Context: an optimization exercise on an open-source flow, tuned for small area. The choices shown serve that exercise and are no tape-out recipe. Only simulation tests tie the RTL to the original design; equivalence was not proved. Power figures rest on the tool's default switching activity, not on a simulated workload.

===== design/flow/constraint.sdc =====
create_clock -name core_clock -period 10.0 [get_ports {clk}]
set_input_delay 2.0000 -clock core_clock [delete_from_list [all_inputs] [get_ports {clk}]]
set_output_delay 2.0000 -clock core_clock [all_outputs]
set_load 0.01 [all_outputs]

===== design/flow/flow/run.sh =====
#!/bin/bash
# The standard layout, with the smallest buffer on every port and a clock tree
# without dummy loads.
set -euo pipefail
export BUFFER_PORTS_ARGS="-buffer_cell sky130_fd_sc_hd__buf_1"
export CTS_ARGS="-sink_clustering_enable -repair_clock_nets -dont_use_dummy_load"
bash standard.sh > standard.log 2>&1

===== design/flow/config.mk =====
export PLATFORM = sky130hd
export DESIGN_NAME = pid_periph
export DESIGN_NICKNAME = pid_periph
export VERILOG_FILES = /design/flow/design.v
export SDC_FILE = /design/flow/constraint.sdc
export NUM_CORES = 4
export LEC_CHECK = 0
export CAP_MARGIN = 20
export CORE_MARGIN = 2
export CORE_UTILIZATION = 40
export SLEW_MARGIN = 20

===== design/flow/standard.sh =====
#!/bin/bash
# synth_recipe.tcl (not shown) runs the flow's synth.tcl, then flattens the netlist and writes it again
# the make line also repeats each setting of config.mk as NAME=value (left out here)
make -C /OpenROAD-flow-scripts/flow DESIGN_CONFIG=/design/flow/config.mk WORK_HOME=/design/flow/orfs CLKGATE_MAP_FILE= SYNTH_SCRIPT=/design/flow/synth_recipe.tcl "${@:-finish}"

===== design/flow/design.v =====
`timescale 1ns/1ps
module AXILiteS_s_axi_Reg_Interface (
    input  wire         ACLK,
    input  wire         ARESET,
    input  wire [7:0]   AWADDR,
    input  wire         AWVALID,
    output wire         AWREADY,
    input  wire [31:0]  WDATA,
    input  wire [3:0]   WSTRB,
    input  wire         WVALID,
    output wire         WREADY,
    output wire [1:0]   BRESP,
    output wire         BVALID,
    input  wire         BREADY,
    input  wire [7:0]   ARADDR,
    input  wire         ARVALID,
    output wire         ARREADY,
    output wire [31:0]  RDATA,
    output wire [1:0]   RRESP,
    output wire         RVALID,
    input  wire         RREADY,
    output reg  [383:0] regs_out,      
    output reg  [16:0]  reg13_out,
    output reg  [11:0]  duty_lo,       
    output reg          duty_z1,       
    output reg          duty_o1,       
    output reg          duty_z2,       
    output reg          duty_o2,       
    output reg          duty_z3,       
    output reg          duty_o3,       
    output reg          duty_s,        
    input  wire [31:0]  reg0_in,
    input  wire [31:0]  reg1_in,
    input  wire [31:0]  reg2_in,
    input  wire [31:0]  reg3_in,
    input  wire [31:0]  reg4_in,
    input  wire [31:0]  reg5_in,
    input  wire [31:0]  reg6_in,
    input  wire [31:0]  reg7_in
);
    reg aw_rdy, w_rdy, b_vld;
    reg ar_rdy, r_vld;
    reg [3:0]  waddr;    
    reg [31:0] rdata;
    assign AWREADY = aw_rdy;
    assign WREADY  = w_rdy;
    assign BVALID  = b_vld;
    assign BRESP   = 2'b00;
    assign ARREADY = ar_rdy;
    assign RVALID  = r_vld;
    assign RRESP   = 2'b00;
    assign RDATA   = rdata;
    always @(posedge ACLK) begin
        if (ARESET) begin
            aw_rdy <= 1'b0;
            w_rdy  <= 1'b0;
            b_vld  <= 1'b0;
            ar_rdy <= 1'b0;
            r_vld  <= 1'b0;
        end else begin
            aw_rdy <= (~aw_rdy & ~w_rdy & ~b_vld) | (aw_rdy & ~AWVALID) | (b_vld & BREADY);
            w_rdy  <= (aw_rdy & AWVALID) | (w_rdy & ~WVALID);
            b_vld  <= (w_rdy & WVALID) | (b_vld & ~BREADY);
            ar_rdy <= (~ar_rdy & ~r_vld) | (ar_rdy & ~ARVALID) | (r_vld & RREADY);
            r_vld  <= (ar_rdy & ARVALID) | (r_vld & ~RREADY);
        end
    end
    always @(posedge ACLK)
        if (aw_rdy)
            waddr <= (AWADDR[7:6] == 2'b00 && AWADDR[1:0] == 2'b00) ? AWADDR[5:2] : 4'd0;
    always @(posedge ACLK)
        if (~r_vld) begin
            if (ARADDR[7:5] == 3'b100 && ARADDR[1:0] == 2'b00)
                case (ARADDR[4:2])
                    3'd0: rdata <= reg0_in;
                    3'd1: rdata <= reg1_in;
                    3'd2: rdata <= reg2_in;
                    3'd3: rdata <= reg3_in;
                    3'd4: rdata <= reg4_in;
                    3'd5: rdata <= reg5_in;
                    3'd6: rdata <= reg6_in;
                    default: rdata <= reg7_in;
                endcase
            else
                rdata <= 32'd0;
        end
    wire        we = w_rdy & WVALID;
    wire [31:0] wd = WDATA & {32{~ARESET}};
    wire [3:0]  wb = WSTRB & {4{we}};
    genvar r, b;
    generate
        for (r = 1; r <= 12; r = r + 1) begin : g_reg
            for (b = 0; b < 4; b = b + 1) begin : g_byte
                always @(posedge ACLK)
                    if (ARESET | (wb[b] & (waddr == r)))
                        regs_out[(r-1)*32 + b*8 +: 8] <= wd[b*8 +: 8];
            end
        end
    endgenerate
    wire sel13 = (waddr == 4'd13);
    always @(posedge ACLK) if (ARESET | (wb[0] & sel13)) reg13_out[7:0]  <= wd[7:0];
    always @(posedge ACLK) if (ARESET | (wb[1] & sel13)) reg13_out[15:8] <= wd[15:8];
    always @(posedge ACLK) if (ARESET | (wb[2] & sel13)) reg13_out[16]   <= wd[16];
    wire sel14 = (waddr == 4'd14);
    always @(posedge ACLK) if (ARESET | (wb[0] & sel14)) duty_lo[7:0] <= wd[7:0];
    always @(posedge ACLK)
        if (ARESET | (wb[1] & sel14)) begin
            duty_lo[11:8] <= wd[11:8];
            duty_z1 <= ~|wd[15:12];
            duty_o1 <= &wd[15:12];
        end
    always @(posedge ACLK)
        if (ARESET | (wb[2] & sel14)) begin
            duty_z2 <= ~|wd[23:16];
            duty_o2 <= &wd[23:16];
        end
    always @(posedge ACLK)
        if (ARESET | (wb[3] & sel14)) begin
            duty_s  <= wd[31];
            duty_z3 <= ~|wd[30:24];
            duty_o3 <= &wd[30:24];
        end
endmodule
`timescale 1ns/1ps
module Quad_decoder (
    input  wire        clk,
    input  wire        rst,
    input  wire        A1,
    input  wire        B1,
    input  wire        A2,
    input  wire        B2,
    output wire [31:0] count_out
);
    reg a1_ff1, a1_ff2, b1_ff1, b1_ff2;
    reg a2_ff1, a2_ff2, b2_ff1, b2_ff2;
    always @(posedge clk) begin
        a1_ff1 <= A1;  a1_ff2 <= a1_ff1;
        b1_ff1 <= B1;  b1_ff2 <= b1_ff1;
        a2_ff1 <= A2;  a2_ff2 <= a2_ff1;
        b2_ff1 <= B2;  b2_ff2 <= b2_ff1;
    end
    reg [1:0]  st1, st2;
    reg [15:0] cnt1, cnt2;
    wire step1 = a1_ff2 ^ b1_ff2 ^ st1[1] ^ st1[0];
    wire down1 = a1_ff2 ^ st1[0];
    wire step2 = a2_ff2 ^ b2_ff2 ^ st2[1] ^ st2[0];
    wire down2 = a2_ff2 ^ st2[0];
    always @(posedge clk) begin
        if (rst) begin
            st1 <= 2'b00;
            st2 <= 2'b00;
        end else begin
            st1 <= {a1_ff2, b1_ff2};
            st2 <= {a2_ff2, b2_ff2};
        end
    end
    always @(posedge clk) begin
        if (rst)
            cnt1 <= 16'h8000;
        else if (step1)
            cnt1 <= cnt1 + {{15{down1}}, 1'b1};
    end
    always @(posedge clk) begin
        if (rst)
            cnt2 <= 16'h8000;
        else if (step2)
            cnt2 <= cnt2 + {{15{down2}}, 1'b1};
    end
    assign count_out = {cnt2, cnt1};
endmodule
`timescale 1ns/1ps
module pwm_generator (
    input  wire        clk,
    input  wire        rst,
    input  wire [11:0] duty_lo,
    input  wire        duty_z1, duty_o1, duty_z2, duty_o2, duty_z3, duty_o3,
    input  wire        duty_s,
    output reg         Dir_A,
    output reg         Dir_B,
    output reg         PWM_Out
);
    reg [11:0] cnt;
    reg [11:0] lim;
    reg        le;
    wire small_pos = duty_z1 & duty_z2 & duty_z3;    
    wire small_neg = duty_o1 & duty_o2 & duty_o3;    
    always @(posedge clk) begin
        if (rst) begin
            cnt     <= 12'd0;
            lim     <= 12'd0;
            le      <= 1'b0;
            Dir_A   <= 1'b0;
            Dir_B   <= 1'b0;
            PWM_Out <= 1'b0;
        end else begin
            cnt <= cnt + 12'd1;
            if (cnt == 12'd0) begin
                Dir_A <= ~duty_s & ~(small_pos & (duty_lo == 12'd0));
                Dir_B <= duty_s;
                if (duty_s) begin
                    lim <= small_neg ? ~duty_lo : 12'hFFF;
                    le  <= 1'b1;
                end else begin
                    lim <= small_pos ? duty_lo : 12'hFFF;
                    le  <= ~small_pos;
                end
            end
            PWM_Out <= le ? (cnt <= lim) : (cnt < lim);
        end
    end
endmodule
`timescale 1ns/1ps
module custom_bram_controller (
    input  wire        clk,
    input  wire        rst,
    output wire        enb,
    output wire        capture,     
    output wire [31:0] addrb,
    output wire [31:0] dinb,
    output wire [3:0]  web,
    output wire        rstb
);
    reg [3:0] phase;
    always @(posedge clk) begin
        if (rst || phase == 4'd8)
            phase <= 4'd0;
        else
            phase <= phase + 4'd1;
    end
    assign enb     = (phase == 4'd2);
    assign capture = (phase == 4'd2);
    assign addrb   = 32'd0;
    assign dinb    = 32'd0;
    assign web     = 4'd0;
    assign rstb    = rst;
endmodule
`timescale 1ns/1ps
module slot0_reader (
    input  wire        clk,
    input  wire        rst,
    input  wire [15:0] doutb_hi,
    input  wire        capture,
    output reg  [15:0] slot0_hi
);
    reg [15:0] sample;
    always @(posedge clk)
        sample <= doutb_hi;
    always @(posedge clk) begin
        if (rst)
            slot0_hi <= 16'd0;
        else if (capture)
            slot0_hi <= sample;
    end
endmodule
`timescale 1ns/1ps
module split32 (
    input  wire [16:0] data_in,
    output wire [16:0] data_out
);
    assign data_out = data_in;
endmodule
module led_driver (
    input  wire [15:0] data_in,
    output wire [15:0] led_16bits_tri_o
);
    assign led_16bits_tri_o = data_in;
endmodule
`timescale 1ns/1ps
module pid_periph (
    input  wire        clk,
    input  wire        rst,             
    input  wire [7:0]  AWADDR,
    input  wire        AWVALID,
    output wire        AWREADY,
    input  wire [31:0] WDATA,
    input  wire [3:0]  WSTRB,
    input  wire        WVALID,
    output wire        WREADY,
    output wire [1:0]  BRESP,
    output wire        BVALID,
    input  wire        BREADY,
    input  wire [7:0]  ARADDR,
    input  wire        ARVALID,
    output wire        ARREADY,
    output wire [31:0] RDATA,
    output wire [1:0]  RRESP,
    output wire        RVALID,
    input  wire        RREADY,
    output wire [31:0] mac_sub_a,
    output wire [31:0] mac_sub_b,
    output wire [31:0] mac_sub_c,
    output wire [31:0] mac_add_a,
    output wire [31:0] mac_add_b,
    output wire [31:0] mac_add_c,
    output wire [31:0] mul_a,
    output wire [31:0] mul_b,
    output wire [31:0] add_a,
    output wire [31:0] add_b,
    output wire [31:0] sub_a,
    output wire [31:0] sub_b,
    output wire [16:0] fpu_ctrl,
    input  wire [31:0] mac_sub_r,
    input  wire [31:0] mac_add_r,
    input  wire [31:0] mul_r,
    input  wire [31:0] add_r,
    input  wire [31:0] sub_r,
    input  wire [16:0] fpu_status,
    input  wire        A1,
    input  wire        B1,
    input  wire        A2,
    input  wire        B2,
    output wire        Dir_A,
    output wire        Dir_B,
    output wire        PWM_Out,
    output wire [31:0] addrb,
    output wire [31:0] dinb,
    input  wire [31:0] doutb,
    output wire        enb,
    output wire        rstb,
    output wire [3:0]  web,
    output wire [15:0] led
);
    wire [383:0] regs_out;
    wire [16:0]  reg13_out;
    wire [11:0]  duty_lo;
    wire         duty_z1, duty_o1, duty_z2, duty_o2, duty_z3, duty_o3, duty_s;
    wire [31:0]  quad_count;
    AXILiteS_s_axi_Reg_Interface u_regs (
        .ACLK      (clk),
        .ARESET    (rst),
        .AWADDR    (AWADDR),
        .AWVALID   (AWVALID),
        .AWREADY   (AWREADY),
        .WDATA     (WDATA),
        .WSTRB     (WSTRB),
        .WVALID    (WVALID),
        .WREADY    (WREADY),
        .BRESP     (BRESP),
        .BVALID    (BVALID),
        .BREADY    (BREADY),
        .ARADDR    (ARADDR),
        .ARVALID   (ARVALID),
        .ARREADY   (ARREADY),
        .RDATA     (RDATA),
        .RRESP     (RRESP),
        .RVALID    (RVALID),
        .RREADY    (RREADY),
        .regs_out  (regs_out),
        .reg13_out (reg13_out),
        .duty_lo   (duty_lo),
        .duty_z1   (duty_z1),
        .duty_o1   (duty_o1),
        .duty_z2   (duty_z2),
        .duty_o2   (duty_o2),
        .duty_z3   (duty_z3),
        .duty_o3   (duty_o3),
        .duty_s    (duty_s),
        .reg0_in   (32'hBEEFBABE),
        .reg1_in   (mac_sub_r),
        .reg2_in   (mac_add_r),
        .reg3_in   (mul_r),
        .reg4_in   (add_r),
        .reg5_in   (sub_r),
        .reg6_in   ({15'd0, fpu_status}),
        .reg7_in   (quad_count)
    );
    assign {sub_b, sub_a, add_b, add_a, mul_b, mul_a,
            mac_add_c, mac_add_b, mac_add_a, mac_sub_c, mac_sub_b, mac_sub_a} = regs_out;
    split32 u_split (
        .data_in  (reg13_out),
        .data_out (fpu_ctrl)
    );
    Quad_decoder u_quad (
        .clk       (clk),
        .rst       (rst),
        .A1        (A1),
        .B1        (B1),
        .A2        (A2),
        .B2        (B2),
        .count_out (quad_count)
    );
    pwm_generator u_pwm (
        .clk     (clk),
        .rst     (rst),
        .duty_lo (duty_lo),
        .duty_z1 (duty_z1),
        .duty_o1 (duty_o1),
        .duty_z2 (duty_z2),
        .duty_o2 (duty_o2),
        .duty_z3 (duty_z3),
        .duty_o3 (duty_o3),
        .duty_s  (duty_s),
        .Dir_A   (Dir_A),
        .Dir_B   (Dir_B),
        .PWM_Out (PWM_Out)
    );
    wire        capture;
    wire [15:0] slot0_hi;
    custom_bram_controller u_bram (
        .clk     (clk),
        .rst     (rst),
        .enb     (enb),
        .capture (capture),
        .addrb   (addrb),
        .dinb    (dinb),
        .web     (web),
        .rstb    (rstb)
    );
    slot0_reader u_slot0 (
        .clk      (clk),
        .rst      (rst),
        .doutb_hi (doutb[31:16]),
        .capture  (capture),
        .slot0_hi (slot0_hi)
    );
    led_driver u_led (
        .data_in          (slot0_hi),
        .led_16bits_tri_o (led)
    );
endmodule

==> results of run 1 <==
==> through the flow <==
step	util	cells	total power (W)
2_1_floorplan	-	1749	0.003350
3_3_place_gp	0.4640	3119	0.003635
3_5_place_dp	0.4641	3119	0.003650
4_1_cts	0.4895	3176	0.005452
5_1_grt	0.4904	3179	0.005628
6_report	0.4904	3179	0.005414
==> worst max-delay path, cell delays in order, from the launching register on <==
cell,delay (ns)
dfxtp_1,0.37
inv_1,0.08
ha_1,0.19
nand2_1,0.47
clkinv_1,0.60
buf_1,0.26
==> sequential cells by signal, indices dropped and copies added, names as in the netlist, 16 cells and up <==
signal / flops
u_regs.regs_out: 384
u_quad.cnt1: 16
u_regs.rdata: 32
u_slot0.slot0_hi: 16
u_regs.reg13_out: 17
u_quad.cnt2: 16
u_slot0.sample: 16
==> cell usage after synthesis, drive strengths merged, types with 3 or more instances <==
| cell | instances | share of area |
|---|---|---|
| a22o | 3 | 0.0012 |
| o21ai | 88 | 0.020 |
| nor3 | 18 | 0.0040 |
| a211oi | 34 | 0.012 |
| buf | 95 | 0.028 |
| a221oi | 12 | 0.0047 |
| nor4 | 9 | 0.0025 |
| o211a | 4 | 0.0018 |
| nand3 | 23 | 0.0051 |
| or3 | 10 | 0.0028 |
| nand2b | 15 | 0.0042 |
| a21oi | 105 | 0.023 |
| and3 | 9 | 0.0025 |
| a22oi | 3 | 0.0010 |
| nand2 | 171 | 0.028 |
| a21o | 9 | 0.0030 |
| ha | 49 | 0.027 |
| o31ai | 17 | 0.0057 |
| o211ai | 12 | 0.0040 |
| or2 | 6 | 0.0017 |
| mux2 | 14 | 0.0070 |
| and4 | 4 | 0.0016 |
| edfxtp | 456 | 0.61 |
| nor3b | 3 | 0.0010 |
| o22ai | 15 | 0.0042 |
| a31oi | 11 | 0.0031 |
| o21a | 9 | 0.0030 |
| and2 | 8 | 0.0022 |
| nor2 | 121 | 0.020 |
| inv | 30 | 0.0050 |
| mux2i | 19 | 0.0084 |
| a32oi | 6 | 0.0023 |
| nor2b | 45 | 0.012 |
| a31o | 4 | 0.0016 |
| xor2 | 13 | 0.0050 |
| clkbuf | 51 | 0.0085 |
| nand4 | 9 | 0.0025 |
| xnor2 | 20 | 0.0078 |
| o221ai | 6 | 0.0023 |
| dfxtp | 113 | 0.10 |
==> where the power goes <==
group | total, W | switching, W | leakage [nW] | internal, W
clock network | 0.00180 | 0.000813 | 0.702 | 0.000992
registers | 0.00282 | 0.0000871 | 5.69 | 0.00273
logic | 0.000793 | 0.000521 | 3.62 | 0.000272
total | 0.00541 | 0.00142 | 10.0 | 0.00399
==> cell type report <==
cell class / instances / area (um^2) / area share
multi-input cells: 1003 / 5989 / 0.2178
well taps: 756 / 945.9 / 0.03440
clock buffers: 57 / 1426 / 0.05188
inverters: 31 / 116.4 / 0.004232
repair buffers: 763 / 3060 / 0.1113
flip-flops and latches: 569 / 15960 / 0.5803
==> path summary, 6_finish.rpt <==
check                        from         endpoint  slack (ns)  cells past startpoint
setup reg to reg    u_quad.a2_ff2  u_quad.cnt2[12]        6.82                     10
hold / removal      u_quad.a2_ff1    u_quad.a2_ff2        0.33                      0
hold reg to reg     u_quad.a2_ff1    u_quad.a2_ff2        0.33                      0
setup / recovery  u_bram.phase[0]              enb        5.46                      5
==> logic make-up (layout without fill, tap and decap cells) <==
| logic type | Yosys count | in the layout | synth area share |
|---|---|---|---|
| xor gates and xnor gates | 33 | 33 | 0.01281 |
| muxes | 33 | 33 | 0.01542 |
| adders and majority gates | 51 | 51 | 0.02895 |
| and+or+nand+nor | 457 | 457 | 0.09334 |
| AOI/OAI and AO/OA | 357 | 357 | 0.1001 |
| buffers and inverters | 177 | 851 | 0.04199 |
| other | 1 | 72 | 0.0001662 |
| DFF | 569 | 569 | 0.7073 |
==> metal layers <==
metal / track usage / up-vias
met5: 0 / -
met4: 0.1096 / 6
met3: 0.07315 / 123
met2: 0.4623 / 785
met1: 0.2749 / 7835
li1: - / 7532
==> reports/metrics.cfg, run 1 <==
[run_status]
status = complete, no violations

[final_layout]
fin_area_mm2 = 0.02749
n_antenna_cell = 0
layout_commonest_cell = buf_1
area_growth_pct = 21.87
fill_cells = 5065
drive_gt1_frac = 0.06191
layout.nets = 2748
mostFrequentLayoutCells = buf_1, edfxtp_1, nand2_1

[routing]
drc = 0
drtIter0Drc = 1063
top_layer = met5
met2_length_mm = 40.60
dr.pass1.iters = 6
dr_total_vias = 16280
wl_mm = 77.93
routed_via_density = 5.121
detail-route-antenna-nets = 0
wire_per_inst_um = 24.51
m1WireLength_mm = 27.01
routed-wl-met3_mm = 6.944

[sta]
worstMarginPinSlew_ns = 1.111
finClkSkew_ns = 0.06187
setup_ws_ns = 5.464
whs_ns = 0.3285
setup-tns-final_ns = 0
drv_slew = 0
finalCritPeriodShare = 0.4536
timing.final.crit_period_ns = 4.536
hold_viol = 0
fmax_ghz = 0.2205
setup_viol = 0
relSlewSlack = 0.2578
rsz0062_at_grt = false

[clocking]
cts_hold_buf = 0
clock-root-buffer = clkbuf_16
cts_buffers = 57
cts_buffer_depth = 3
post_cts_resized = 0
cts_htree_levels = 2
cts_tree = done
postCtsSetupRepairBufs = 0
cts_sinks = 569
clk_pin_slew_ns = 0.05
worstSkewPairLatency_ns = 0.62

[min_path]
hp-class = flop to flop

[floorplanning]
core_area_mm2 = 0.05606
die_w_um = 241.5
num_rows = 87
die_area_mm2 = 0.05831
die_h_um = 241.5
start_util = 0.4024
ios = 803

[power]
p_leak_nw = 10.01
power_density_mw_per_mm2 = 196.9
irDropWorstVdd_mv = 0.1734

[yosys]
synth_cells = 1678
synth_area_per_cell_um2 = 13.44
ys_seq_area_frac = 0.7073
synth_edf_count = 456
async_flop_share = 0
syn-cell-area_mm2 = 0.02256
ys.flop_type = edfxtp_1
synth_cell_type_count = 68
ys_ff_latch = 569
ys_warn_count = 5

[run]
cap_violations = 0

[critical_path]
endpoint_kind = primary output
crit_required_ns = 8.00
worst_ep_arrival_time_ns = 2.54
crit_type = flop to primary output
worstPathMaxFanout = 17
critPathLaunchType = flop

[global_route]
grt_max_degree = 66
overflow = 0
track_usage = 0.2542
antenna_found_initial = 4
grt_pass1_wl_mm = 106.2
first_global_vias = 15820

[placement]
pre_cts_slack_ns = 5.252
placed_area_mm2 = 0.02602
io_buffers = 714
dp_hpwl_mm = 58.62
gp_congestion = 0.9120

==> run 2: changes to the inputs <==
==> design/flow/run.sh (new file) <==
#!/bin/bash
# synth_recipe.tcl (not shown) runs the flow's synth.tcl, then flattens the netlist and writes it again
# the make line also repeats each setting of config.mk as NAME=value (left out here)
make -C /OpenROAD-flow-scripts/flow DESIGN_CONFIG=/design/flow/config.mk WORK_HOME=/design/flow/orfs CLKGATE_MAP_FILE= SYNTH_SCRIPT=/design/flow/synth_recipe.tcl finish
removed: design/flow/flow/run.sh
removed: design/flow/standard.sh
==> run 2 against run 1 <==
Clock skew shrank 0.044 ns. Clock power up 14%. Fmax decreased by 8.3%. Cell area increased by 17%. Wire length grew 6.4%. Via count rose by 1.4%. Die area stayed put. Sequential power barely moved. Global-route usage grew 2.0 points. Cell count is 1.7% higher. Combinational power increased by 25%. Register-to-register slack better by 0.40 ns. Largest cell class unchanged. Highest routed layer unchanged.
==> reports/metrics.cfg, run 2 <==
[min_path]
hp-class = flop to flop  ; unchanged
min_from = u_quad.a2_ff1  ; unchanged

[floorplanning]
die_h_um = 241.5  ; unchanged
die_w_um = 241.5  ; unchanged
ios = 803  ; unchanged
die_area_mm2 = 0.05831  ; unchanged
core_area_mm2 = 0.05606  ; unchanged
num_rows = 87  ; unchanged
start_util = 0.4024  ; unchanged

[sta]
rsz0062_at_grt = false  ; unchanged
finalCritPeriodShare = 0.4944  ; was 0.4536
setup-tns-final_ns = 0  ; unchanged
relSlewSlack = 0.2454  ; was 0.2578
timing.final.crit_period_ns = 4.944  ; was 4.536 ns
worstMarginPinSlew_ns = 1.123  ; was 1.111 ns
finClkSkew_ns = 0.01834  ; was 0.06187 ns
hold_viol = 0  ; unchanged
drv_slew = 0  ; unchanged
fmax_ghz = 0.2023  ; was 0.2205 GHz
setup_viol = 0  ; unchanged

[final_layout]
multi_input_area_mm2 = 0.005976  ; was 0.005989 mm^2
largest_reg_flops = 384  ; unchanged
mostFrequentLayoutCells = clkdlybuf4s50_1, edfxtp_1, nand2_1  ; was buf_1, edfxtp_1, nand2_1
fill_cells = 4639  ; was 5,065
final_cell_count_no_fill = 3232  ; was 3,179
seq_area_mm2 = 0.01596  ; unchanged
layout_commonest_cell = clkdlybuf4s50_1  ; was buf_1
fin_util = 0.5761  ; was 0.4904
drive_gt1_frac = 0.07039  ; was 0.06191
top_regs = u_regs.regs_out: 384 flops, u_regs.rdata: 32 flops, u_regs.reg13_out: 17 flops  ; unchanged
layout.nets = 2751  ; was 2,748
top_register = u_regs.regs_out  ; unchanged
area_growth_pct = 43.17  ; was 21.87%

[yosys]
synth_top_area_share = 0.6070  ; unchanged
ys_top_cells_by_count = edfxtp_1, nand2_1, nor2_1  ; unchanged
synth_cells = 1678  ; unchanged
synth_area_leaders = edfxtp_1, dfxtp_1, nand2_1, ha_1, buf_4  ; unchanged
async_flop_share = 0  ; unchanged
ys_ff_latch = 569  ; unchanged
synth_area_per_cell_um2 = 13.44  ; unchanged
ys_warn_count = 5  ; unchanged
yosysMostFrequentCell = edfxtp_1  ; unchanged
synth_cell_type_count = 68  ; unchanged
synth_top_area_cell = edfxtp_1  ; unchanged
synth_edf_count = 456  ; unchanged
ys.flop_type = edfxtp_1  ; unchanged
syn-cell-area_mm2 = 0.02256  ; unchanged
ys_seq_area_frac = 0.7073  ; unchanged

[placement]
place_inst = 3122  ; was 3,119
dp_hpwl_mm = 62.55  ; was 58.62 mm
io_buffers = 714  ; unchanged
gp_congestion = 0.9508  ; was 0.9120

[clocking]
postCtsSetupRepairBufs = 0  ; unchanged
cts_sinks = 569  ; unchanged
worstSkewPairLatency_ns = 0.62  ; about the same
post_cts_resized = 0  ; unchanged
cts_hold_buf = 0  ; unchanged
cts_buffer_depth = 3  ; unchanged
cts_buffers = 58  ; was 57
clk_pin_slew_ns = 0.06  ; was 0.05 ns
cts_tree = done  ; unchanged
clock-root-buffer = clkbuf_16  ; unchanged
cts_htree_levels = 2  ; unchanged

[power]
irDropWorstVdd_mv = 0.1805  ; was 0.1734 mV
p_leak_nw = 12.04  ; was 10.01 nW
power_density_mw_per_mm2 = 181.6  ; was 196.9 mW/mm^2
total_power_w = 0.005865  ; was 0.005414 W

[global_route]
overflow = 0  ; unchanged
grt_pass1_wl_mm = 113.8  ; was 106.2 mm
track_usage = 0.2745  ; was 0.2542
antenna_found_initial = 7  ; was 4
grt_max_degree = 67  ; was 66
first_global_vias = 16350  ; was 15,820

[run]
cap_violations = 0  ; unchanged

[routing]
dr_total_vias = 16510  ; was 16,280
wl_mm = 82.94  ; was 77.93 mm
routed_via_density = 5.108  ; was 5.121
drc = 0  ; unchanged
wire_per_inst_um = 25.66  ; was 24.51 um
drtIter0Drc = 889  ; was 1,063
dr.pass1.iters = 5  ; was 6
detail-route-antenna-nets = 0  ; unchanged

[critical_path]
worstPathMaxFanout = 17  ; unchanged
regToRegStartpoint = u_quad.a1_ff2  ; was u_quad.a2_ff2
critPathMaxStageDelay_ns = 0.64  ; was 0.60 ns
setup.worst_path.start = u_bram.phase[0]  ; unchanged
cp_top_family = buffers and inverters  ; unchanged
crit_type = flop to primary output  ; unchanged
critPathLaunchType = flop  ; unchanged
crit_buf_inv = 3  ; unchanged
path_cells = inv_1, ha_1, nand2_1, clkinv_1, clkdlybuf4s50_1  ; was inv_1, ha_1, nand2_1, clkinv_1, buf_1
crit_required_ns = 8.00  ; about the same
endpoint_kind = primary output  ; unchanged
worst_ep_arrival_time_ns = 2.94  ; was 2.54 ns
cpMaxStageDelayCell = clkdlybuf4s50_1  ; was clkinv_1

[run_status]
status = complete, no violations  ; unchanged

==> run 2: area by class of cell <==
class / count / share of cell area
repair buffers: 765 / 0.2325
inverters: 31 / 0.003603
clock inverters: 33 / 0.008213
flip-flops and latches: 569 / 0.4940
multi-input cells: 1003 / 0.1850
diodes: 4 / 0.0003099
clock buffers: 71 / 0.04707
well taps: 756 / 0.02929
==> run 2: cell families after synthesis <==
logic type / Yosys count / synth area share
DFF: 569 / 0.7073
other: 1 / 0.0001662
buffers and inverters: 177 / 0.04199
adders and majority gates: 51 / 0.02895
and+or+nand+nor: 457 / 0.09334
xor gates and xnor gates: 33 / 0.01281
AOI/OAI and AO/OA: 357 / 0.1001
muxes: 33 / 0.01542
==> run 2: layer usage <==
metal | share of wire | wire length, um | global-route usage | vias up
met5 | 0.00033 | 27 | 0 | -
met4 | 0.050 | 4149 | 0.1377 | 4
met3 | 0.095 | 7913 | 0.09332 | 143
met2 | 0.51 | 42360 | 0.4883 | 698
met1 | 0.34 | 28490 | 0.2890 | 8084
li1 | - | - | - | 7580
==> run 2: power breakdown <==
| group | switching, W | internal (W) | leakage, nW |
|---|---|---|---|
| clock network | 0.000907 | 0.00115 | 0.874 |
| registers | 0.0000863 | 0.00273 | 5.69 |
| logic | 0.000530 | 0.000459 | 5.49 |
==> run 2: through the flow <==
step           hold WS, ns  cell area, um^2  setup WS (ns)
6_report            0.3258            32300          5.056
5_1_grt             0.3296            32290          4.846
4_1_cts             0.3287            32250          4.960
3_5_place_dp        0.3147            30470          5.096
3_3_place_gp        0.3132            30460          5.119
2_1_floorplan       0.3096            22830          5.881
==> run 2: final timing paths <==
check	slack (ns)	to	cells after the start
max	5.06	enb	5
min	0.33	u_quad.a2_ff2	0
max reg2reg	7.22	u_quad.cnt1[12]	11
min reg2reg	0.33	u_quad.a2_ff2	0
==> run 3: changes to the inputs <==
==> design/flow/flow/run.sh (new file) <==
#!/bin/bash
# The standard layout, with the smallest buffer on every port and a smaller
# clock tree (clkbuf_8 leaves, no dummy loads).
set -euo pipefail
export BUFFER_PORTS_ARGS="-buffer_cell sky130_fd_sc_hd__buf_1"
export CTS_ARGS="-sink_clustering_enable -repair_clock_nets -dont_use_dummy_load -buf_list sky130_fd_sc_hd__clkbuf_8 -sink_clustering_size 15 -sink_clustering_max_diameter 60"
bash standard.sh > standard.log 2>&1
==> design/flow/standard.sh (new file) <==
#!/bin/bash
# synth_recipe.tcl (not shown) runs the flow's synth.tcl, then flattens the netlist and writes it again
# the make line also repeats each setting of config.mk as NAME=value (left out here)
make -C /OpenROAD-flow-scripts/flow DESIGN_CONFIG=/design/flow/config.mk WORK_HOME=/design/flow/orfs CLKGATE_MAP_FILE= SYNTH_SCRIPT=/design/flow/synth_recipe.tcl "${@:-finish}"
--- a/design/flow/config.mk
+++ b/design/flow/config.mk
@@ -7,5 +7,5 @@
 export LEC_CHECK = 0
 export CAP_MARGIN = 20
 export CORE_MARGIN = 2
-export CORE_UTILIZATION = 40
+export CORE_UTILIZATION = 60
 export SLEW_MARGIN = 20
removed: design/flow/run.sh
==> run 3 against run 2 <==
The run now fails in I/O pin placement (3_2_place_iop). Area after synthesis unchanged. Synthesized cell count unchanged.
==> reports/metrics.cfg, run 3 <==
[yosys]
async_flop_share = 0  ; unchanged
synth_cells = 1678  ; unchanged
synth_cell_type_count = 68  ; unchanged
syn-cell-area_mm2 = 0.02256  ; unchanged
ys.flop_type = edfxtp_1  ; unchanged
synth_top_area_share = 0.6070  ; unchanged
synth_top_area_cell = edfxtp_1  ; unchanged
synth_area_leaders = edfxtp_1, dfxtp_1, nand2_1, ha_1, buf_4  ; unchanged
synth_edf_count = 456  ; unchanged
ys_ff_latch = 569  ; unchanged
yosysMostFrequentCell = edfxtp_1  ; unchanged
ys_top_cells_by_count = edfxtp_1, nand2_1, nor2_1  ; unchanged
synth_area_per_cell_um2 = 13.44  ; unchanged
ys_warn_count = 5  ; unchanged
ys_seq_area_frac = 0.7073  ; unchanged

[floorplanning]
num_rows = 71  ; was 87
die_w_um = 197.9  ; was 241.5 um
die_h_um = 197.9  ; was 241.5 um
start_util = 0.6046  ; was 0.4024

[run_status]
status = stopped before the end  ; was complete, no violations
lastStage = I/O pin placement (3_2_place_iop)
stop_error = [ERROR PPL-0024] Number of IO pins (803) exceeds maximum number of available positions (710). Increase the die perimeter from 791.62um to 1092.08um.

==> run 3: cells by family after synthesis <==
kind of cell,after synthesis,share of synthesized area
xor gates and xnor gates,33,0.01281
AOI/OAI and AO/OA,357,0.1001
DFF,569,0.7073
and+or+nand+nor,457,0.09334
adders and majority gates,51,0.02895
other,1,0.0001662
muxes,33,0.01542
buffers and inverters,177,0.04199
==> run 4: changes to the inputs <==
--- a/design/flow/flow/run.sh
+++ b/design/flow/flow/run.sh
@@ -4,4 +4,5 @@
 set -euo pipefail
 export BUFFER_PORTS_ARGS="-buffer_cell sky130_fd_sc_hd__buf_1"
 export CTS_ARGS="-sink_clustering_enable -repair_clock_nets -dont_use_dummy_load -buf_list sky130_fd_sc_hd__clkbuf_8 -sink_clustering_size 15 -sink_clustering_max_diameter 60"
+export PLACE_PINS_ARGS="-min_distance 1 -min_distance_in_tracks"
 bash standard.sh > standard.log 2>&1
==> run 4 against run 3 <==
The run now finishes clean. Area after synthesis did not move. Synthesized cell count did not move.
==> reports/metrics.cfg, run 4 <==
[yosys]
ys_seq_area_frac = 0.7073  ; unchanged
ys.flop_type = edfxtp_1  ; unchanged
synth_top_area_share = 0.6070  ; unchanged
syn-cell-area_mm2 = 0.02256  ; unchanged
synth_edf_count = 456  ; unchanged
yosysMostFrequentCell = edfxtp_1  ; unchanged
synth_top_area_cell = edfxtp_1  ; unchanged
ys_warn_count = 5  ; unchanged
synth_cell_type_count = 68  ; unchanged
synth_cells = 1678  ; unchanged
async_flop_share = 0  ; unchanged
ys_ff_latch = 569  ; unchanged
synth_area_leaders = edfxtp_1, dfxtp_1, nand2_1, ha_1, buf_4  ; unchanged
ys_top_cells_by_count = edfxtp_1, nand2_1, nor2_1  ; unchanged
synth_area_per_cell_um2 = 13.44  ; unchanged

[floorplanning]
die_h_um = 197.9  ; unchanged
num_rows = 71  ; unchanged
start_util = 0.6046  ; unchanged
die_w_um = 197.9  ; unchanged
core_area_mm2 = 0.03731
die_area_mm2 = 0.03917
ios = 803

[sta]
relSlewSlack = 0.2723
setup_viol = 0
finClkSkew_ns = 0.07115
drv_slew = 0
hold_viol = 0
timing.final.crit_period_ns = 4.727
finalCritPeriodShare = 0.4727
setup-tns-final_ns = 0
worstMarginPinSlew_ns = 1.089
fmax_ghz = 0.2115
rsz0062_at_grt = false

[critical_path]
critPathLaunchType = primary input
crit_buf_inv = 2
crit_required_ns = 8.00
cpMaxStageDelayCell = clkbuf_4
critPathMaxStageDelay_ns = 0.50
cp_top_family = buffers and inverters
worst_ep_arrival_time_ns = 2.73
crit_type = primary input to primary output
path_cells = clkbuf_4, buf_1
worstPathMaxFanout = 38
endpoint_kind = primary output

[clocking]
cts_buffer_depth = 3
clock-root-buffer = clkbuf_8
cts_htree_levels = 2
cts_buffers = 45
postCtsSetupRepairBufs = 0
clk_pin_slew_ns = 0.09
worstSkewPairLatency_ns = 0.64
cts_tree = done
cts_sinks = 569
post_cts_resized = 0
cts_hold_buf = 0

[power]
p_leak_nw = 9.561
irDropWorstVdd_mv = 0.1338
power_density_mw_per_mm2 = 177.6

[placement]
io_buffers = 714
dp_hpwl_mm = 47.40
gp_congestion = 0.9696
place_inst = 2825

[final_layout]
largest_reg_flops = 384
final_cell_count_no_fill = 2878
layout.nets = 2723
top_regs = u_regs.regs_out: 384 flops, u_regs.rdata: 32 flops, u_regs.reg13_out: 17 flops
drive_gt1_frac = 0.05338
layout_commonest_cell = buf_1
mostFrequentLayoutCells = buf_1, edfxtp_1, nand2_1
top_register = u_regs.regs_out
area_growth_pct = 16.30

[routing]
dr.pass1.iters = 7
routed_via_density = 5.740
wire_per_inst_um = 22.68
dr_total_vias = 16520
drtIter0Drc = 1054
detail-route-antenna-nets = 0
wl_mm = 65.28
drc = 0

[run]
cap_violations = 0

[global_route]
grt_pass1_wl_mm = 93.64
grt_max_degree = 88
overflow = 0
first_global_vias = 15830
antenna_found_initial = 5
track_usage = 0.3236

[min_path]
hp-class = flop to flop

[run_status]
status = complete, no violations  ; was stopped before the end

## run 4: cell counts after synthesis
No cell type changed its count.
## run 4: stage by stage
step | hold slack [ns] | util | total power, W | instance area [um^2] | setup WS, ns
global placement | 0.3130 | 0.6845 | 0.003592 | 25540 | 5.199
detailed placement | 0.3146 | 0.6849 | 0.003615 | 25550 | 5.148
CTS | 0.3359 | 0.7015 | 0.004676 | 26170 | 5.305
global route | 0.3494 | 0.7031 | 0.004853 | 26230 | 5.207
finish | 0.3336 | 0.7032 | 0.004661 | 26240 | 5.273
floorplan | 0.3096 | - | 0.003350 | 22830 | 5.881
## run 4: path summary, 6_finish.rpt
path	from	to	slack [ns]	depth (start not counted)
setup reg to reg	u_quad.a2_ff2	u_quad.cnt2[12]	7.24	11
setup / recovery	rst	rstb	5.27	2
hold / removal	u_quad.b2_ff1	u_quad.b2_ff2	0.33	0
hold reg to reg	u_quad.b2_ff1	u_quad.b2_ff2	0.33	0
## run 4: layout make-up
cell class,count,area (um^2)
tap,474,593.1
timing repair buffer,750,2953
inverter,31,116.4
sequential,569,15960
fill,2773,11070
antenna,6,15.01
multi-input combinational,1003,5984
clock buffer,45,619.3
## run 4: report_power, final
group / switching, W / internal (W)
clock network: 0.000680 / 0.000403
logic: 0.000502 / 0.000268
registers: 0.0000833 / 0.00272
## run 4: cell families after synthesis
| family | after synthesis | synth area share |
|---|---|---|
| compound gates | 357 | 0.1001 |
| xor+xnor | 33 | 0.01281 |
| fa+ha+maj | 51 | 0.02895 |
| buf+inv | 177 | 0.04199 |
| flops | 569 | 0.7073 |
| mux | 33 | 0.01542 |
| other cells | 1 | 0.0001662 |
| simple gates | 457 | 0.09334 |
## run 4: per-layer routing
layer	vias to the layer above	GRT usage	routed length, um
met5	-	0.02427	128
met4	4	0.1969	4055
met3	204	0.1286	7677
met2	945	0.5083	30310
met1	7909	0.3730	23100
li1	7459	-	-
==> run 5: changes to the inputs <==
==> design/flow/flow/run.sh (replaced) <==
#!/bin/bash
# The standard layout, with the smallest buffer on every port and a smaller
# clock tree (clkbuf_8 leaves, no dummy loads); placement is not timing
# driven, so synthesis buffers are removed by a hook before placement.
set -euo pipefail
export BUFFER_PORTS_ARGS="-buffer_cell sky130_fd_sc_hd__buf_1"
export CTS_ARGS="-sink_clustering_enable -repair_clock_nets -dont_use_dummy_load -buf_list sky130_fd_sc_hd__clkbuf_8 -sink_clustering_size 15 -sink_clustering_max_diameter 60"
export PRE_GLOBAL_PLACE_TCL="$PWD/flow/pre_gpl.tcl"
bash standard.sh > standard.log 2>&1
==> design/flow/flow/pre_gpl.tcl (new file) <==
remove_buffers
--- a/design/flow/config.mk
+++ b/design/flow/config.mk
@@ -7,5 +7,6 @@
 export LEC_CHECK = 0
 export CAP_MARGIN = 20
 export CORE_MARGIN = 2
-export CORE_UTILIZATION = 60
+export CORE_UTILIZATION = 70
+export GPL_TIMING_DRIVEN = 0
 export SLEW_MARGIN = 20
==> run 5 against run 4 <==
The flow now stops in I/O pin placement (3_2_place_iop). Area after synthesis unchanged. Synthesized cell count did not move.
==> reports/metrics.cfg, run 5 <==
[yosys]
synth-xor-area-share = 0.01281  ; unchanged
synth_compound_area_frac = 0.1001  ; unchanged
synth_cells = 1678  ; unchanged
ys_seq_area_frac = 0.7073  ; unchanged
synthAdderAreaFrac = 0.02895  ; unchanged
synth_edf_count = 456  ; unchanged
syn-cell-area_mm2 = 0.02256  ; unchanged
synth_area_leaders = edfxtp_1, dfxtp_1, nand2_1, ha_1, buf_4  ; unchanged
synth_top_family_by_area = compound AO/OA/AOI/OAI gates  ; unchanged
ys.flop_type = edfxtp_1  ; unchanged
synth_top_area_share = 0.6070  ; unchanged
ys_top_cells_by_count = edfxtp_1, nand2_1, nor2_1  ; unchanged
synth_area_per_cell_um2 = 13.44  ; unchanged
synth_cell_type_count = 68  ; unchanged
ys_warn_count = 5  ; unchanged
yosysMostFrequentCell = edfxtp_1  ; unchanged
synth_mux_area_frac = 0.01542  ; unchanged
async_flop_share = 0  ; unchanged
yosys.area_share.simple = 0.09334  ; unchanged
ys_ff_latch = 569  ; unchanged
synth_top_area_cell = edfxtp_1  ; unchanged

[run_status]
stop_error = [ERROR PPL-0024] Number of IO pins (803) exceeds maximum number of available positions (658). Increase the die perimeter from 734.08um to 1092.08um.
status = stopped before the end  ; was complete, no violations
lastStage = I/O pin placement (3_2_place_iop)

[floorplanning]
num_rows = 65  ; was 71
die_w_um = 183.5  ; was 197.9 um
start_util = 0.7131  ; was 0.6046
die_h_um = 183.5  ; was 197.9 um

run 5: cells by family after synthesis:
family                     after synthesis
buffers and inverters                  177
adders and majority gates               51
DFF                                    569
muxes                                   33
other                                    1
AOI/OAI and AO/OA                      357
xor gates and xnor gates                33
and+or+nand+nor                        457
==> run 6: changes to the inputs <==
--- a/design/flow/flow/run.sh
+++ b/design/flow/flow/run.sh
@@ -6,4 +6,5 @@
 export BUFFER_PORTS_ARGS="-buffer_cell sky130_fd_sc_hd__buf_1"
 export CTS_ARGS="-sink_clustering_enable -repair_clock_nets -dont_use_dummy_load -buf_list sky130_fd_sc_hd__clkbuf_8 -sink_clustering_size 15 -sink_clustering_max_diameter 60"
 export PRE_GLOBAL_PLACE_TCL="$PWD/flow/pre_gpl.tcl"
+export PLACE_PINS_ARGS="-min_distance 1 -min_distance_in_tracks"
 bash standard.sh > standard.log 2>&1
==> run 6 against run 5 <==
The run now finishes clean. Synthesized cell count did not move. Area after synthesis did not move.
==> reports/metrics.cfg, run 6 <==
[clocking]
clock-root-buffer = clkbuf_8
clk_pin_slew_ns = 0.09
cts_htree_levels = 2
postCtsSetupRepairBufs = 0
cts_hold_buf = 0
cts_buffers = 46
post_cts_resized = 0
cts_buffer_depth = 3
cts_sinks = 569
worstSkewPairLatency_ns = 0.59
cts_tree = done

[min_path]
hp-class = flop to flop

[power]
power_density_mw_per_mm2 = 178.8
p_leak_nw = 9.504
irDropWorstVdd_mv = 0.1685
total_power_w = 0.004677

[final_layout]
largest_reg_flops = 384
area_growth_pct = 15.92
layout.nets = 2699
top_register = u_regs.regs_out
top_regs = u_regs.regs_out: 384 flops, u_regs.rdata: 32 flops, u_regs.reg13_out: 17 flops
fin_util = 0.8266
mostFrequentLayoutCells = buf_1, edfxtp_1, nand2_1
drive_gt1_frac = 0.05013
fill_cells = 1814
final_cell_count_no_fill = 2781
layout_commonest_cell = buf_1

[critical_path]
crit_required_ns = 8.00
worstPathMaxFanout = 30
critPathLaunchType = primary input
critPathMaxStageDelay_ns = 0.62
cpMaxStageDelayCell = buf_2
path_cells = buf_2, buf_1
worst_ep_arrival_time_ns = 2.85
crit_buf_inv = 2
crit_type = primary input to primary output
endpoint_kind = primary output
cp_top_family = buffers and inverters

[routing]
wl_mm = 64.41
routed_via_density = 6.083
wire_per_inst_um = 23.16
drc = 0
detail-route-antenna-nets = 0
drtIter0Drc = 1909
dr.pass1.iters = 6
dr_total_vias = 16920

[global_route]
first_global_vias = 15780
antenna_found_initial = 6
track_usage = 0.3613
overflow = 0
grt_pass1_wl_mm = 91.25
grt_max_degree = 42

[yosys]
ys_top_cells_by_count = edfxtp_1, nand2_1, nor2_1  ; unchanged
synth_top_area_share = 0.6070  ; unchanged
synth_cell_type_count = 68  ; unchanged
async_flop_share = 0  ; unchanged
ys_ff_latch = 569  ; unchanged
ys_seq_area_frac = 0.7073  ; unchanged
synth_top_area_cell = edfxtp_1  ; unchanged
yosysMostFrequentCell = edfxtp_1  ; unchanged
synth_area_leaders = edfxtp_1, dfxtp_1, nand2_1, ha_1, buf_4  ; unchanged
synth_area_per_cell_um2 = 13.44  ; unchanged
ys_warn_count = 5  ; unchanged
synth_edf_count = 456  ; unchanged
synth_cells = 1678  ; unchanged
syn-cell-area_mm2 = 0.02256  ; unchanged
ys.flop_type = edfxtp_1  ; unchanged

[sta]
fmax_ghz = 0.2062
setup_viol = 0
relSlewSlack = 0.2288
finalCritPeriodShare = 0.4849
worstMarginPinSlew_ns = 1.154
whs_ns = 0.3270
rsz0062_at_grt = false
timing.final.crit_period_ns = 4.849
finClkSkew_ns = 0.05785
hold_viol = 0
setup-tns-final_ns = 0
drv_slew = 0

[floorplanning]
ios = 803
num_rows = 65  ; unchanged
die_h_um = 183.5  ; unchanged
die_area_mm2 = 0.03368
start_util = 0.7131  ; unchanged
core_area_mm2 = 0.03164
die_w_um = 183.5  ; unchanged

[placement]
dp_hpwl_mm = 45.92
gp_congestion = 0.9304
io_buffers = 714
place_inst = 2730

[run]
cap_violations = 0

[run_status]
status = complete, no violations  ; was stopped before the end

==> run 6: layer usage <==
metal	routed length, um	track usage	up-vias
met3	7549	0.09984	215
met2	31980	0.6095	1225
met4	3263	0.1706	2
met5	13	0.01185	-
met1	21610	0.4333	8055
li1	-	-	7420
==> run 6: area by class of cell <==
cell class              instances  area, um^2  share of cell area
flip-flops and latches        569       15960              0.6101
well taps                     402       503.0             0.01923
repair buffers                725        2873              0.1099
multi-input cells            1003        6057              0.2316
inverters                      31       116.4            0.004450
clock buffers                  46       633.1             0.02421
diodes                          5       12.51           0.0004785
==> run 6: cell families after synthesis <==
family | count (synthesis) | share of synthesized area
and+or+nand+nor | 457 | 0.09334
xor gates and xnor gates | 33 | 0.01281
muxes | 33 | 0.01542
other | 1 | 0.0001662
DFF | 569 | 0.7073
adders and majority gates | 51 | 0.02895
buffers and inverters | 177 | 0.04199
AOI/OAI and AO/OA | 357 | 0.1001
==> run 6: worst paths after layout <==
check	cells past startpoint	start	endpoint	slack (ns)
worst max register to register	9	u_quad.st2[0]	u_quad.cnt2[14]	6.80
worst min-delay path	0	u_quad.b1_ff1	u_quad.b1_ff2	0.33
worst max-delay path	2	rst	rstb	5.15
worst min register to register	0	u_quad.b1_ff1	u_quad.b1_ff2	0.33
==> run 6: report_power, final <==
part	leakage (nW)	internal [W]	switching (W)
Combinational	3.49	0.000267	0.000510
Sequential	5.69	0.00272	0.0000782
Clock	0.331	0.000412	0.000684
==> run 6: stage by stage <==
stage               instance area (um^2)  setup WS [ns]
floorplan                          22830          5.881
global placement                   25180        -0.7284
detailed placement                 25440          5.198
CTS                                26080          5.197
global route                       26150          5.096
finish                             26150          5.151
==> run 6: worst reg2reg max path, cell delays in order, from the launching register on <==
cell      delay [ns]
dfxtp_1         0.37
xor2_2          0.73
ha_1            0.43
nand2b_1        0.15
a21oi_1         0.13
o31a_1          0.33
a211oi_2        0.29
o21ai_1         0.11
or4b_1          0.48
nand3_1         0.10
==> run 7: changes to the inputs <==
--- a/design/flow/design.v
+++ b/design/flow/design.v
@@ -68,54 +68,57 @@
     always @(posedge ACLK)
         if (aw_rdy)
             waddr <= (AWADDR[7:6] == 2'b00 && AWADDR[1:0] == 2'b00) ? AWADDR[5:2] : 4'd0;
-    always @(posedge ACLK)
-        if (~r_vld) begin
-            if (ARADDR[7:5] == 3'b100 && ARADDR[1:0] == 2'b00)
-                case (ARADDR[4:2])
-                    3'd0: rdata <= reg0_in;
-                    3'd1: rdata <= reg1_in;
-                    3'd2: rdata <= reg2_in;
-                    3'd3: rdata <= reg3_in;
-                    3'd4: rdata <= reg4_in;
-                    3'd5: rdata <= reg5_in;
-                    3'd6: rdata <= reg6_in;
-                    default: rdata <= reg7_in;
-                endcase
-            else
-                rdata <= 32'd0;
+    wire       rvalid_addr = (ARADDR[7:5] == 3'b100) && (ARADDR[1:0] == 2'b00);
+    wire [7:0] rsel;
+    genvar k;
+    generate
+        for (k = 0; k < 8; k = k + 1) begin : g_rsel
+            assign rsel[k] = rvalid_addr & (ARADDR[4:2] == k);
         end
+    endgenerate
+    wire [31:0] rmux = ({32{rsel[0]}} & reg0_in) | ({32{rsel[1]}} & reg1_in) |
+                       ({32{rsel[2]}} & reg2_in) | ({32{rsel[3]}} & reg3_in) |
+                       ({32{rsel[4]}} & reg4_in) | ({32{rsel[5]}} & reg5_in) |
+                       ({32{rsel[6]}} & reg6_in) | ({32{rsel[7]}} & reg7_in);
+    always @(posedge ACLK)
+        if (~r_vld)
+            rdata <= rmux;
     wire        we = w_rdy & WVALID;
     wire [31:0] wd = WDATA & {32{~ARESET}};
-    wire [3:0]  wb = WSTRB & {4{we}};
+    wire [3:0]  wb = (WSTRB & {4{we}}) | {4{ARESET}};
+    wire [15:0] sel;
     genvar r, b;
     generate
+        for (r = 0; r < 16; r = r + 1) begin : g_sel
+            assign sel[r] = (waddr == r) | ARESET;
+        end
         for (r = 1; r <= 12; r = r + 1) begin : g_reg
             for (b = 0; b < 4; b = b + 1) begin : g_byte
                 always @(posedge ACLK)
-                    if (ARESET | (wb[b] & (waddr == r)))
+                    if (sel[r] & wb[b])
                         regs_out[(r-1)*32 + b*8 +: 8] <= wd[b*8 +: 8];
             end
         end
     endgenerate
-    wire sel13 = (waddr == 4'd13);
-    always @(posedge ACLK) if (ARESET | (wb[0] & sel13)) reg13_out[7:0]  <= wd[7:0];
-    always @(posedge ACLK) if (ARESET | (wb[1] & sel13)) reg13_out[15:8] <= wd[15:8];
-    always @(posedge ACLK) if (ARESET | (wb[2] & sel13)) reg13_out[16]   <= wd[16];
-    wire sel14 = (waddr == 4'd14);
-    always @(posedge ACLK) if (ARESET | (wb[0] & sel14)) duty_lo[7:0] <= wd[7:0];
+    wire sel13 = sel[13];
+    always @(posedge ACLK) if (wb[0] & sel13) reg13_out[7:0]  <= wd[7:0];
+    always @(posedge ACLK) if (wb[1] & sel13) reg13_out[15:8] <= wd[15:8];
+    always @(posedge ACLK) if (wb[2] & sel13) reg13_out[16]   <= wd[16];
+    wire sel14 = sel[14];
+    always @(posedge ACLK) if (wb[0] & sel14) duty_lo[7:0] <= wd[7:0];
     always @(posedge ACLK)
-        if (ARESET | (wb[1] & sel14)) begin
+        if (wb[1] & sel14) begin
             duty_lo[11:8] <= wd[11:8];
             duty_z1 <= ~|wd[15:12];
             duty_o1 <= &wd[15:12];
         end
     always @(posedge ACLK)
-        if (ARESET | (wb[2] & sel14)) begin
+        if (wb[2] & sel14) begin
             duty_z2 <= ~|wd[23:16];
             duty_o2 <= &wd[23:16];
         end
     always @(posedge ACLK)
-        if (ARESET | (wb[3] & sel14)) begin
+        if (wb[3] & sel14) begin
             duty_s  <= wd[31];
             duty_z3 <= ~|wd[30:24];
             duty_o3 <= &wd[30:24];
@@ -123,12 +126,7 @@
 endmodule
 `timescale 1ns/1ps
 module Quad_decoder (
-    input  wire        clk,
-    input  wire        rst,
-    input  wire        A1,
-    input  wire        B1,
-    input  wire        A2,
-    input  wire        B2,
+    input  wire        clk, rst, A1, B1, A2, B2,
     output wire [31:0] count_out
 );
     reg a1_ff1, a1_ff2, b1_ff1, b1_ff2;
@@ -146,25 +144,21 @@
     wire step2 = a2_ff2 ^ b2_ff2 ^ st2[1] ^ st2[0];
     wire down2 = a2_ff2 ^ st2[0];
     always @(posedge clk) begin
-        if (rst) begin
-            st1 <= 2'b00;
-            st2 <= 2'b00;
-        end else begin
-            st1 <= {a1_ff2, b1_ff2};
-            st2 <= {a2_ff2, b2_ff2};
-        end
-    end
-    always @(posedge clk) begin
-        if (rst)
-            cnt1 <= 16'h8000;
-        else if (step1)
-            cnt1 <= cnt1 + {{15{down1}}, 1'b1};
+        if (rst) begin st1 <= 2'b00; st2 <= 2'b00; end
+        else begin st1 <= {a1_ff2, b1_ff2}; st2 <= {a2_ff2, b2_ff2}; end
     end
+    wire [15:0] x1 = cnt1 ^ {16{down1}};
+    wire [15:0] x2 = cnt2 ^ {16{down2}};
+    wire [15:0] t1, t2;
+    assign t1[0] = step1; assign t2[0] = step2;
+    genvar i;
+    generate for (i = 1; i < 16; i = i + 1) begin : g
+        assign t1[i] = t1[i-1] & x1[i-1];
+        assign t2[i] = t2[i-1] & x2[i-1];
+    end endgenerate
     always @(posedge clk) begin
-        if (rst)
-            cnt2 <= 16'h8000;
-        else if (step2)
-            cnt2 <= cnt2 + {{15{down2}}, 1'b1};
+        if (rst) begin cnt1 <= 16'h8000; cnt2 <= 16'h8000; end
+        else begin cnt1 <= cnt1 ^ t1; cnt2 <= cnt2 ^ t2; end
     end
     assign count_out = {cnt2, cnt1};
 endmodule
@@ -184,6 +178,20 @@
     reg        le;
     wire small_pos = duty_z1 & duty_z2 & duty_z3;    
     wire small_neg = duty_o1 & duty_o2 & duty_o3;    
+    wire is_small  = duty_s ? small_neg : small_pos;
+    wire [11:0] tog;
+    wire [12:0] c;
+    assign tog[0] = 1'b1;
+    assign c[0]   = le;
+    genvar i;
+    generate
+        for (i = 0; i < 12; i = i + 1) begin : g_bit
+            if (i > 0) begin : g_tog
+                assign tog[i] = tog[i-1] & cnt[i-1];
+            end
+            assign c[i+1] = (lim[i] & ~cnt[i]) | (c[i] & (lim[i] | ~cnt[i]));
+        end
+    endgenerate
     always @(posedge clk) begin
         if (rst) begin
             cnt     <= 12'd0;
@@ -193,19 +201,14 @@
             Dir_B   <= 1'b0;
             PWM_Out <= 1'b0;
         end else begin
-            cnt <= cnt + 12'd1;
+            cnt <= cnt ^ tog;
             if (cnt == 12'd0) begin
                 Dir_A <= ~duty_s & ~(small_pos & (duty_lo == 12'd0));
                 Dir_B <= duty_s;
-                if (duty_s) begin
-                    lim <= small_neg ? ~duty_lo : 12'hFFF;
-                    le  <= 1'b1;
-                end else begin
-                    lim <= small_pos ? duty_lo : 12'hFFF;
-                    le  <= ~small_pos;
-                end
+                lim   <= (duty_lo ^ {12{duty_s}}) | {12{~is_small}};
+                le    <= duty_s | ~small_pos;
             end
-            PWM_Out <= le ? (cnt <= lim) : (cnt < lim);
+            PWM_Out <= c[12];
         end
     end
 endmodule
==> design/flow/flow/run.sh (replaced) <==
#!/bin/bash
# The standard layout, with the smallest buffer on every port and a smaller
# clock tree (clkbuf_8 leaves, no dummy loads).
set -euo pipefail
export BUFFER_PORTS_ARGS="-buffer_cell sky130_fd_sc_hd__buf_1"
export CTS_ARGS="-sink_clustering_enable -repair_clock_nets -dont_use_dummy_load -buf_list sky130_fd_sc_hd__clkbuf_8 -sink_clustering_size 15 -sink_clustering_max_diameter 60"
export PLACE_PINS_ARGS="-min_distance 1 -min_distance_in_tracks"
bash standard.sh > standard.log 2>&1
--- a/design/flow/config.mk
+++ b/design/flow/config.mk
@@ -7,6 +7,5 @@
 export LEC_CHECK = 0
 export CAP_MARGIN = 20
 export CORE_MARGIN = 2
-export CORE_UTILIZATION = 70
-export GPL_TIMING_DRIVEN = 0
+export CORE_UTILIZATION = 60
 export SLEW_MARGIN = 20
removed: design/flow/flow/pre_gpl.tcl
==> run 7 against run 6 <==
Wire length fell by 4.1%. Worst hold slack improved by 0.0057 ns. Register-to-register slack improved by 0.57 ns.
==> reports/metrics.cfg, run 7 <==
[yosys]
synth_top_area_cell = edfxtp_1  ; unchanged
ys.flop_type = edfxtp_1  ; unchanged
synth_cells = 1461  ; was 1,678
ys_seq_area_frac = 0.7452  ; was 0.7073
ys_warn_count = 5  ; unchanged
synth_top_area_share = 0.6395  ; was 0.6070
synth_area_per_cell_um2 = 14.66  ; was 13.44 um^2
synth_edf_count = 456  ; unchanged
synth_cell_type_count = 69  ; was 68
synth_area_leaders = edfxtp_1, dfxtp_1, buf_4, nor2_1, nor2b_1  ; was edfxtp_1, dfxtp_1, nand2_1, ha_1, buf_4
ys_ff_latch = 569  ; unchanged
yosysMostFrequentCell = edfxtp_1  ; unchanged
ys_top_cells_by_count = edfxtp_1, nor2_1, dfxtp_1  ; was edfxtp_1, nand2_1, nor2_1
async_flop_share = 0  ; unchanged
syn-cell-area_mm2 = 0.02141  ; was 0.02256 mm^2

[critical_path]
worstPathMaxFanout = 39  ; was 30
endpoint_kind = flop  ; was primary output
worst_ep_arrival_time_ns = 4.96  ; was 2.85 ns
crit_type = primary input to flop  ; was primary input to primary output
critPathLaunchType = primary input  ; unchanged
crit_required_ns = 10.43  ; was 8.00 ns

[routing]
wire_per_inst_um = 23.29  ; was 23.16 um
dr_total_vias = 14940  ; was 16,920
routed_via_density = 5.630  ; was 6.083
drc = 0  ; unchanged
dr.pass1.iters = 5  ; was 6
wl_mm = 61.78  ; was 64.41 mm
detail-route-antenna-nets = 0  ; unchanged
drtIter0Drc = 1178  ; was 1,909

[sta]
fmax_ghz = 0.2208  ; was 0.2062 GHz
rsz0062_at_grt = false  ; unchanged
worstMarginPinSlew_ns = 1.120  ; was 1.154 ns
drv_slew = 0  ; unchanged
timing.final.crit_period_ns = 4.529  ; was 4.849 ns
finalCritPeriodShare = 0.4529  ; was 0.4849
setup_ws_ns = 5.471  ; was 5.151 ns
whs_ns = 0.3326  ; was 0.3270 ns
setup_viol = 0  ; unchanged
hold_viol = 0  ; unchanged
setup-tns-final_ns = 0  ; unchanged
relSlewSlack = 0.2505  ; was 0.2288
finClkSkew_ns = 0.07553  ; was 0.05785 ns

[floorplanning]
die_w_um = 192.9  ; was 183.5 um
ios = 803  ; unchanged
num_rows = 69  ; was 65
core_area_mm2 = 0.03540  ; was 0.03164 mm^2
die_area_mm2 = 0.03721  ; was 0.03368 mm^2
start_util = 0.6049  ; was 0.7131
die_h_um = 192.9  ; was 183.5 um

[global_route]
grt_pass1_wl_mm = 85.43  ; was 91.25 mm
track_usage = 0.3157  ; was 0.3613
antenna_found_initial = 10  ; was 6
first_global_vias = 13970  ; was 15,780
grt_max_degree = 82  ; was 42
overflow = 0  ; unchanged

[clocking]
cts_buffer_depth = 3  ; unchanged
cts_buffers = 45  ; was 46
cts_htree_levels = 2  ; unchanged
postCtsSetupRepairBufs = 0  ; unchanged
clk_pin_slew_ns = 0.10  ; was 0.09 ns
clock-root-buffer = clkbuf_8  ; unchanged
post_cts_resized = 0  ; unchanged
cts_hold_buf = 0  ; unchanged
worstSkewPairLatency_ns = 0.63  ; was 0.59 ns
cts_sinks = 569  ; unchanged
cts_tree = done  ; unchanged

[run_status]
status = complete, no violations  ; unchanged

[placement]
io_buffers = 714  ; unchanged
place_inst = 2601  ; was 2,730
dp_hpwl_mm = 44.54  ; was 45.92 mm
pre_cts_slack_ns = 4.799  ; was 5.198 ns
gp_congestion = 0.9627  ; was 0.9304

[power]
power_density_mw_per_mm2 = 175.2  ; was 178.8 mW/mm^2
irDropWorstVdd_mv = 0.1517  ; was 0.1685 mV
p_leak_nw = 8.597  ; was 9.504 nW

[run]
cap_violations = 0  ; unchanged

[final_layout]
layout.nets = 2473  ; was 2,699
top_regs = u_regs.regs_out: 384 flops, u_regs.rdata: 32 flops, u_regs.reg13_out: 17 flops  ; unchanged
final_cell_count_no_fill = 2653  ; was 2,781
drive_gt1_frac = 0.05721  ; was 0.05013
top_register = u_regs.regs_out  ; unchanged
fin_util = 0.7076  ; was 0.8266
layout_commonest_cell = buf_1  ; unchanged
area_growth_pct = 16.98  ; was 15.92%
largest_reg_flops = 384  ; unchanged
fill_cells = 2567  ; was 1,814
mostFrequentLayoutCells = buf_1, edfxtp_1, nor2_1  ; was buf_1, edfxtp_1, nand2_1

[min_path]
hp-class = flop to flop  ; unchanged

run 7: layout make-up:
type                    count  area, um^2  share of cell area
clock buffers              45       619.3             0.02473
flip-flops and latches    569       15960              0.6370
multi-input cells         785        4783              0.1910
well taps                 461       576.8             0.02303
diodes                      7       17.52           0.0006993
repair buffers            751        2964              0.1183
inverters                  35       131.4            0.005245
run 7: path summary, 6_finish.rpt:
path                 start          endpoint  slack, ns  depth (start not counted)
min reg2reg  u_quad.a2_ff1     u_quad.a2_ff2       0.33                          0
max              ARADDR[4]  u_regs.rdata[27]       5.47                          8
max reg2reg   u_pwm.cnt[0]     u_pwm.cnt[10]       7.37                         11
min          u_quad.a2_ff1     u_quad.a2_ff2       0.33                          0
run 7: critical path, stage by stage:
cell and delay [ns]:
buf_1 0.72, inv_1 0.25, nor3_4 0.67, buf_4 0.50
nand2_1 0.10, o211ai_1 0.29, o21ai_0 0.24, nand3_1 0.15
run 7: report_power, final:
group | switching [W] | internal (W) | leakage, nW
clock network | 0.000683 | 0.000404 | 0.324
registers | 0.0000737 | 0.00271 | 5.39
logic | 0.000356 | 0.000159 | 2.88
total | 0.00111 | 0.00328 | 8.60
run 7: cells by family (layout without fill, tap and decap cells):
| group | Yosys count | in the layout | share of synthesized area |
|---|---|---|---|
| AOI/OAI and AO/OA | 238 | 238 | 0.07527 |
| xor gates and xnor gates | 51 | 51 | 0.02121 |
| and+or+nand+nor | 377 | 377 | 0.08678 |
| adders and majority gates | 16 | 16 | 0.009116 |
| muxes | 31 | 31 | 0.01572 |
| other | 1 | 79 | 0.0001751 |
| DFF | 569 | 569 | 0.7452 |
| buffers and inverters | 178 | 831 | 0.04657 |
run 7: metal layers:
metal	routed length, um	track usage	share of wire	up-vias
met5	49	0	0.00079	-
met1	21660	0.3801	0.35	7147
met2	28480	0.4906	0.46	937
met4	3377	0.1678	0.055	8
li1	-	-	-	6683
met3	8213	0.1284	0.13	162
run 7: through the flow:
step           instance area [um^2]  power [W]
2_1_floorplan                 21680   0.003136
5_1_grt                       25040   0.004545
3_3_place_gp                  24380   0.003331
6_report                      25050   0.004389
4_1_cts                       25010   0.004403
3_5_place_dp                  24390   0.003346

==> afterwards: timing with drivers on the ports <==
Ports are ideal in the flow. The routed layouts listed here were re-timed in OpenROAD. Step 1 assumes that a clkbuf_16 drives the clock port and a buf_2 every other input. Step 2 adds t to the input delays and takes it off the output delays; t is the mean of the earliest and latest rising clock arrival at the registers after step 1. Input paths then give back, and output paths get back, about the clock's delay inside the block. a / b / c = no drivers / after step 1 / after step 2; a / b = the first two.
run | t (ns) | setup WS [ns] | hold slack, ns
run 1 | 0.652 | 5.464 / 5.400 / 5.119 | 0.329 / 0.329 / 0.329
run 2 | 0.671 | 5.056 / 4.992 / 5.013 | 0.326 / 0.326 / 0.326
run 4 | 0.656 | 5.273 / 5.229 / 5.009 | 0.334 / 0.334 / 0.334
run 6 | 0.609 | 5.151 / 5.121 / 5.082 | 0.327 / 0.327 / 0.327
run 7 | 0.633 | 5.471 / 5.441 / 4.836 | 0.333 / 0.333 / 0.333
After both steps every run listed still meets setup and hold. The setup slack of run 7, which loses most, moves by -0.030 ns with the drivers and by -0.635 ns with both steps.
